Source: an optimization exercise on an open RTL-to-GDS flow (aim: small area and a short achievable clock period). Production flows keep margins and buffers that such runs may drop.
Function was checked by simulation only, so behaviour that the tests miss may differ from the original.

==> inputs of 01-15 <==
## maxtrix
module maxtrix (
	input clk,
	input [4:0] e12_in,e13_in,e14_in,e21_in,e23_in,e24_in,e31_in,e32_in,e34_in,
	input set,
	input start,
	input rst_n,
	input [31:0] xp,xs,xl,xti,
	output logic [7:0] xn,
	output logic done,
	output logic [31:0] xpn,xsn,xln,xtin
);
Settings: LEC_CHECK=0, ABC_AREA=1, CAP_MARGIN=20, CORE_MARGIN=2, CORE_UTILIZATION=58, SETUP_SLACK_MARGIN=4, SLEW_MARGIN=20, SYNTH_HIERARCHICAL=1, SYNTH_MINIMUM_KEEP_SIZE=0; clock period 13.0 ns.
standard.sh (not shown) runs the stock make flow with config.mk's settings and CLKGATE_MAP_FILE= SYNTH_SCRIPT=/design/flow/synth_recipe.tcl, a recipe that flattens the netlist after the stock synthesis.
==> flow/flow/run.sh <==
#!/bin/bash
# Own layout flow: the standard layout (standard.sh, unchanged synthesis), with the port
# buffers that global placement inserts made from sky130_fd_sc_hd__buf_2 instead of the
# default delay-buffer cell. Every port still gets its own buffer.
set -euo pipefail
export BUFFER_PORTS_ARGS="-buffer_cell sky130_fd_sc_hd__buf_2"
bash standard.sh "BUFFER_PORTS_ARGS=$BUFFER_PORTS_ARGS" finish > standard_flow.log 2>&1
==> 01-27: changes against 01-15 <==
==> flow/flow/run.sh (replaced) <==
#!/bin/bash
# Own layout flow: the standard layout (standard.sh, unchanged synthesis), with the port
# buffers that global placement inserts made from sky130_fd_sc_hd__buf_1 instead of the
# default delay-buffer cell. Every port still gets its own buffer.
set -euo pipefail
export BUFFER_PORTS_ARGS="-buffer_cell sky130_fd_sc_hd__buf_1"
bash standard.sh "BUFFER_PORTS_ARGS=$BUFFER_PORTS_ARGS" finish > standard_flow.log 2>&1
CTS_CLUSTER_SIZE = 30   (was default)
SETUP_SLACK_MARGIN = 4.2   (was 4)
==> impl_metrics.yaml <==
run_status:
  outcome: "complete, no violations"
critical_path:
  crit_arrival_ps: 9120
cells_and_area:
  postLayoutCoreUtil: 0.639
global_routing:
  antenna_found_initial: 16
timing:
  min_period_over_period: 0.671
Source of the figures above: 01-27

==> impl_metrics.yaml <==
global_routing:
  antenna_found_initial: 12
timing:
  min_period_over_period: 0.680
critical_path:
  crit_arrival_ps: 9230
die:
  start_util: 0.582
run_status:
  outcome: "complete, no violations"
synthesis:
  synth_top_area_frac: 0.317
Source of the figures above: 01-15


---

==> violet: inputs <==
Starting RTL as in the previous note.
==> flow/config.mk <==
export PLATFORM = sky130hd
export DESIGN_NAME = maxtrix
export DESIGN_NICKNAME = maxtrix
export VERILOG_FILES = /design/flow/design.v
export SDC_FILE = /design/flow/constraint.sdc
export NUM_CORES = 4
export LEC_CHECK = 0
export ABC_AREA = 1
export CAP_MARGIN = 20
export CORE_MARGIN = 2
export CORE_UTILIZATION = 58
export SETUP_SLACK_MARGIN = 4
export SLEW_MARGIN = 20
export SYNTH_HIERARCHICAL = 1
export SYNTH_MINIMUM_KEEP_SIZE = 0
==> flow/constraint.sdc <==
create_clock -name core_clock -period 13.0 [get_ports {clk}]
set_input_delay 2.6000 -clock core_clock [delete_from_list [all_inputs] [get_ports {clk}]]
set_output_delay 2.6000 -clock core_clock [all_outputs]
set_load 0.01 [all_outputs]
==> flow/flow/run.sh <==
#!/bin/bash
# Own layout flow: the standard layout (standard.sh, unchanged synthesis), with the port
# buffers that global placement inserts made from sky130_fd_sc_hd__buf_1 instead of the
# default delay-buffer cell. Every port still gets its own buffer.
set -euo pipefail
export BUFFER_PORTS_ARGS="-buffer_cell sky130_fd_sc_hd__buf_1"
bash standard.sh "BUFFER_PORTS_ARGS=$BUFFER_PORTS_ARGS" finish > standard_flow.log 2>&1
==> yarrow: changes against violet <==
CORE_UTILIZATION = 50   (was 58)
SETUP_SLACK_MARGIN = unset   (was 4)
==> comparison table <==
quantity                                                                yarrow          violet
Multi-input gate share of the layout cell area                           79.3%           79.1%
Number of buffers other than clock buffers in the final layout             424             474
Cell total after placement                                                8188            8041
Post-Route Utilization                                                   53.2%           62.7%
GR Layer Usage met3                                                      10.4%           14.9%
Met3 WL post-DR                                                       25600 um        30800 um
Area added between synthesis and finish                                  5.29%           7.63%
Routed Wire Length                                                   234000 um       227000 um
Chip Height                                                             336 um          312 um
Outcome                                                         finished clean  finished clean
Total stage count of the critical path                                      39              27
Via count of the first global-routing pass                               50300           51400
Total number of tap cells                                                 1414            1265
Crit-path slowest cell                                                  xor2_1            fa_1
Global-route wire length before repair                               340000 um       330000 um
Placeable core area                                                109000 um^2      94600 um^2
Area of the die                                                    113000 um^2      97400 um^2

port drivers added, routing unchanged:
Ports are ideal in the flow. The routed layouts listed here were re-timed in OpenROAD.
Step 1 (the two cells are an assumption about what drives the block):
set clk [get_ports {clk}]
set_driving_cell -lib_cell sky130_fd_sc_hd__clkbuf_16 $clk
set_driving_cell -lib_cell sky130_fd_sc_hd__buf_2 [delete_from_list [all_inputs] $clk]
Step 2 moves the port delays by t, midway between the first and last clock arrival at a register: inputs arrive t later, outputs are due t later. That takes back most of the time a late clock gives input paths.
a / b / c = ideal ports / drivers / drivers and shift; a / b = the first two.
| run | t (ns) | slack for setup (ns) | worst slew at a driven data input, ns |
|---|---|---|---|
| 01-15 | 0.621 | 4.154 / 3.990 / 3.369 | 0.29 |
| 01-27 | 0.625 | 4.273 / 4.199 / 3.573 | 0.32 |
| violet | 0.621 | 4.126 / 4.113 / 3.492 | 0.31 |
| yarrow | 0.615 | 3.384 / 3.372 / 2.757 | 0.29 |
After both steps setup and hold are still met in every run listed. The setup slack of 01-15, which loses most, moves by -0.164 ns with the drivers and by -0.785 ns with both steps.
